This design comes from an exercise in tuning for small area on the open sky130 flow, not from production work. The RTL was checked by simulation tests, not by an equivalence proof against the original design. Power is estimated from default activity; no workload was simulated.

==> job 8671 <==
==> flow/design.v <==
module I2S_DAC(
   input  clk50M,
   input  rst_n,
   input  Key,
   input  mic_sd,
   output mic_sck,
   output mic_ws,
   output led,
   output mic_out
);
   reg [11:0] c;
   reg [2:0]  m;
   reg        ws;
   wire tog = (c[6:0] == 7'd127) && (m == 3'b100);
   always @(posedge clk50M or negedge rst_n)
      if (!rst_n) begin
         c  <= 12'd0;
         m  <= 3'b000;
         ws <= 1'b0;
      end
      else begin
         c  <= c + 1'b1;
         m  <= {m[1:0], ~(m[2] ^ m[1])};
         ws <= ws ^ tog;
      end
   assign mic_ws = ws;
   wire sck_tog = c[0] && (m == 3'b100);
   reg  sck;
   always @(posedge clk50M or negedge rst_n)
      if (!rst_n)
         sck <= 1'b0;
      else
         sck <= sck ^ sck_tog;
   assign mic_sck = sck;
   wire sh_evt = sck_tog && !sck;
   wire w_set  = sh_evt && (c[7:2] == 6'b110111);
   wire cap    = (c[7:0] == 8'd46) && (m == 3'b000);
   reg w;
   always @(posedge clk50M)
      w <= w_set | (w & ~tog);
   reg [11:0] s;
   always @(posedge clk50M)
      if (sh_evt && !w)
         s <= {s[10:0], mic_sd};
   reg        led_r;
   reg [11:0] p;
   always @(posedge clk50M)
      if (!led_r)
         p <= 12'd0;
      else if (cap)
         p <= s;
   wire [11:0] q = p ^ 12'h800;
   wire [12:0] lt;
   assign lt[0] = 1'b0;
   genvar i;
   generate for (i = 0; i < 12; i = i + 1) begin : g_cmp
      assign lt[i+1] = q[i] ? (~c[i] | lt[i]) : (~c[i] & lt[i]);
   end endgenerate
   assign mic_out = lt[12] | (q == 12'd0);
   reg [1:0] k;
   reg [1:0] r;
   always @(posedge clk50M) begin
      k <= {k[0], Key};
      r <= {r[0], k[1]};
   end
   wire pedge = ~r[1] &  r[0];
   wire nedge =  r[1] & ~r[0];
   reg [1:0]  st;
   localparam [19:0] INV = 20'haaaaa;
   reg  [19:0] y;
   wire [19:0] cnt = y ^ INV;
   wire done = (cnt == 20'hc3af5);    
   wire run  = st[0] & (st[1] ? (done | ~nedge) : (~done & ~pedge));
   wire flag = (st == 2'd0) & cnt[1];
   always @(posedge clk50M or negedge rst_n)
      if (!rst_n)
         st <= 2'd0;
      else
         case (st)
            2'd0: st <= nedge ? 2'd1 : 2'd0;
            2'd1: st <= done ? 2'd2 : 2'd1;
            2'd2: st <= pedge ? 2'd3 : 2'd2;
            2'd3: st <= done ? 2'd0 : (nedge ? 2'd2 : 2'd3);
         endcase
   always @(posedge clk50M) begin
      y    <= (run ? {cnt[18:0], ~(cnt[19] ^ cnt[16])} : 20'd0) ^ INV;
   end
   always @(posedge clk50M or negedge rst_n)
      if (!rst_n)
         led_r <= 1'b0;
      else if (flag)
         led_r <= ~led_r;
   assign led = led_r;
endmodule
==> flow/flow/run.sh <==
#!/bin/bash
set -euo pipefail
W=$PWD
F=$W/flow
{ printf 'proc abc {args} {\n  set i [lsearch -exact $args -script]\n  lset args [expr {$i + 1}] %s\n  set i [lsearch -exact $args -D]\n  if {$i >= 0} { set args [lreplace $args $i [expr {$i + 1}]] }\n  yosys abc {*}$args\n}\n' "$F/area.abc"
  cat "$W/synth_recipe.tcl"; } > "$W/synth_area.tcl"
make -C "$FLOW_HOME" DESIGN_CONFIG="$W/config.mk" WORK_HOME="$W/orfs" CLKGATE_MAP_FILE= \
  SYNTH_SCRIPT="$W/synth_area.tcl" synth > "$W/synth.log" 2>&1
export BUFFER_PORTS_ARGS="-buffer_cell sky130_fd_sc_hd__buf_1"
export CTS_ARGS="-sink_clustering_enable -repair_clock_nets -dont_use_dummy_load -buf_list sky130_fd_sc_hd__clkbuf_4 -sink_clustering_size 30 -sink_clustering_max_diameter 100"
bash "$W/standard.sh" > "$W/layout.log" 2>&1
==> flow/flow/area.abc <==
strash
&get -n
&st
&deepsyn -T 20
&dch -f
&nf -p -R 1000
&put
topo
==> flow/standard.sh <==
#!/bin/bash
# synth_recipe.tcl (not shown) runs the flow's synth.tcl, then flattens the netlist and writes it again
# the make line also repeats each setting of config.mk as NAME=value (left out here)
make -C /OpenROAD-flow-scripts/flow DESIGN_CONFIG=/design/flow/config.mk WORK_HOME=/design/flow/orfs CLKGATE_MAP_FILE= SYNTH_SCRIPT=/design/flow/synth_recipe.tcl "${@:-finish}"
==> flow/config.mk <==
export PLATFORM = sky130hd
export DESIGN_NAME = I2S_DAC
export DESIGN_NICKNAME = I2S_DAC
export VERILOG_FILES = /design/flow/design.v
export SDC_FILE = /design/flow/constraint.sdc
export NUM_CORES = 4
export LEC_CHECK = 0
export ABC_AREA = 1
export CAP_MARGIN = 20
export CORE_MARGIN = 2
export CORE_UTILIZATION = 40
export SLEW_MARGIN = 20
==> flow/constraint.sdc <==
create_clock -name core_clock -period 20.0 [get_ports {clk50M}]
set_input_delay 4.0000 -clock core_clock [delete_from_list [all_inputs] [get_ports {clk50M}]]
set_output_delay 4.0000 -clock core_clock [all_outputs]
set_load 0.01 [all_outputs]
==> job 2878: changes against job 8671 <==
==> flow/design.v, changed modules only <==
module I2S_DAC(
   input  clk50M,
   input  rst_n,
   input  Key,
   input  mic_sd,
   output mic_sck,
   output mic_ws,
   output led,
   output mic_out
);
   reg [11:0] c;
   reg [2:0]  m;
   reg        ws;
   wire tog = (c[6:0] == 7'd127) && (m == 3'b100);
   always @(posedge clk50M or negedge rst_n)
      if (!rst_n) begin
         c  <= 12'd0;
         m  <= 3'b000;
         ws <= 1'b0;
      end
      else begin
         c  <= c + 1'b1;
         m  <= {m[1:0], ~(m[2] ^ m[1])};
         ws <= ws ^ tog;
      end
   assign mic_ws = ws;
   reg sck;
   always @* begin
      case ({c[1:0], m})
         5'b00000: sck = 1'b0;  
         5'b00001: sck = 1'b0;  
         5'b00011: sck = 1'b1;  
         5'b00110: sck = 1'b1;  
         5'b00101: sck = 1'b0;  
         5'b00010: sck = 1'b0;  
         5'b00100: sck = 1'b1;  
         5'b01000: sck = 1'b1;  
         5'b01001: sck = 1'b0;  
         5'b01011: sck = 1'b0;  
         5'b01110: sck = 1'b1;  
         5'b01101: sck = 1'b1;  
         5'b01010: sck = 1'b0;  
         5'b01100: sck = 1'b0;  
         5'b10000: sck = 1'b1;  
         5'b10001: sck = 1'b1;  
         5'b10011: sck = 1'b0;  
         5'b10110: sck = 1'b0;  
         5'b10101: sck = 1'b1;  
         5'b10010: sck = 1'b1;  
         5'b10100: sck = 1'b0;  
         5'b11000: sck = 1'b0;  
         5'b11001: sck = 1'b1;  
         5'b11011: sck = 1'b1;  
         5'b11110: sck = 1'b0;  
         5'b11101: sck = 1'b0;  
         5'b11010: sck = 1'b1;  
         5'b11100: sck = 1'b1;  
         default: sck = 1'b0;
      endcase
   end
   assign mic_sck = sck;
   wire sh_evt = (c[1:0] == 2'b01) && (m == 3'b100);
   wire w_set  = sh_evt && (c[7:2] == 6'b110111);
   wire cap    = (c[7:0] == 8'd46) && (m == 3'b000);
   reg w;
   always @(posedge clk50M)
      w <= w_set | (w & ~tog);
   reg [11:0] s;
   always @(posedge clk50M)
      if (sh_evt && !w)
         s <= {s[10:0], mic_sd};
   reg        led_r;
   reg [11:0] p;
   always @(posedge clk50M)
      if (!led_r)
         p <= 12'd0;
      else if (cap)
         p <= s;
   wire [11:0] q = p ^ 12'h800;
   wire [12:0] lt;
   assign lt[0] = 1'b0;
   genvar i;
   generate for (i = 0; i < 12; i = i + 1) begin : g_cmp
      assign lt[i+1] = q[i] ? (~c[i] | lt[i]) : (~c[i] & lt[i]);
   end endgenerate
   assign mic_out = lt[12] | (q == 12'd0);
   reg [1:0] k;
   reg [1:0] r;
   always @(posedge clk50M) begin
      k <= {k[0], Key};
      r <= {r[0], k[1]};
   end
   wire pedge = ~r[1] &  r[0];
   wire nedge =  r[1] & ~r[0];
   reg [1:0]  st;
   localparam [19:0] INV = 20'haaaaa;
   reg  [19:0] y;
   wire [19:0] cnt = y ^ INV;
   reg        flag;
   wire done = (cnt == 20'hc3af5);    
   wire run  = st[0] & ~done & ~(st[1] ? nedge : pedge);
   always @(posedge clk50M or negedge rst_n)
      if (!rst_n)
         st <= 2'd0;
      else
         case (st)
            2'd0: st <= nedge ? 2'd1 : 2'd0;
            2'd1: st <= done ? 2'd2 : 2'd1;
            2'd2: st <= pedge ? 2'd3 : 2'd2;
            2'd3: st <= done ? 2'd0 : (nedge ? 2'd2 : 2'd3);
         endcase
   always @(posedge clk50M) begin
      y    <= (run ? {cnt[18:0], ~(cnt[19] ^ cnt[16])} : 20'd0) ^ INV;
      flag <= (st == 2'd3) & done;
   end
   always @(posedge clk50M or negedge rst_n)
      if (!rst_n)
         led_r <= 1'b0;
      else if (flag)
         led_r <= ~led_r;
   assign led = led_r;
endmodule
==> flow/run.sh (new file) <==
#!/bin/bash
# synth_recipe.tcl (not shown) runs the flow's synth.tcl, then flattens the netlist and writes it again
# the make line also repeats each setting of config.mk as NAME=value (left out here)
make -C /OpenROAD-flow-scripts/flow DESIGN_CONFIG=/design/flow/config.mk WORK_HOME=/design/flow/orfs CLKGATE_MAP_FILE= SYNTH_SCRIPT=/design/flow/synth_recipe.tcl finish
removed: flow/flow/run.sh
removed: flow/flow/area.abc
removed: flow/standard.sh
==> reports/metrics.csv <==
stage,metric,value,unit
worst_setup_path,critical path's top delay family,simple AND/OR/NAND/NOR gates,
power_and_ir_drop,logic gate share of total power,0.013,
logic_synthesis,Yosys top cell area share,0.287,
logic_synthesis,Compound-Gate Fraction of Synth Area,0.0775,
worst_setup_path,worst path cell trace,"inv_1, nand2_1, nand2_1, inv_1, nand2_1, nand2_1, nand2_1, nand2_1, nand2_1, nand2_1, nand2_1, nand2_1, nand2_1, nand2_1, nand2_1, nand2_1, nand2_1, clkdlybuf4s50_1",
run_status,status,"complete, no violations",
logic_synthesis,cell area after synthesis,2650,um^2
placement,RD Place Congestion,0.738,
die,full die area,7280,um^2
# the run above: job 2878

==> reports/metrics.csv <==
stage,metric,value,unit
logic_synthesis,Compound-Gate Fraction of Synth Area,0.0987,
power_and_ir_drop,logic gate share of total power,0.033,
logic_synthesis,Yosys top cell area share,0.309,
worst_setup_path,critical path's top delay family,adder cells,
worst_setup_path,worst path cell trace,"clkinv_1, nand2_1, maj3_1, maj3_1, o21ai_0, a21oi_1, a221oi_1, o22ai_1, maj3_1, maj3_1, o21ai_0, a21o_1, buf_1",
run_status,status,"complete, no violations",
placement,RD Place Congestion,0.722,
# the run above: job 8671

-- static timing again, ports no longer ideal --
The results above use ideal ports. As a check the final layouts listed here were re-extracted and re-timed, cells and wires unchanged.
Step 1: set_driving_cell puts a clkbuf_16 on clk50M and a buf_2 on each other input, an assumption about the parent block.
Step 2 also shifts input and output timing later by t, the mid clock arrival at the registers, as if the neighbouring blocks saw the same clock.
Slacks: ideal ports / drivers / drivers and shift; pairs: ideal ports / drivers.
run	shift t [ns]	setup WS [ns]	worst slew at a driven data input, ns
job 8671	0.410	12.811 / 12.786 / 13.196	0.03
job 2878	0.370	13.739 / 13.712 / 14.082	0.03
After both steps setup and hold are still met in every run listed.
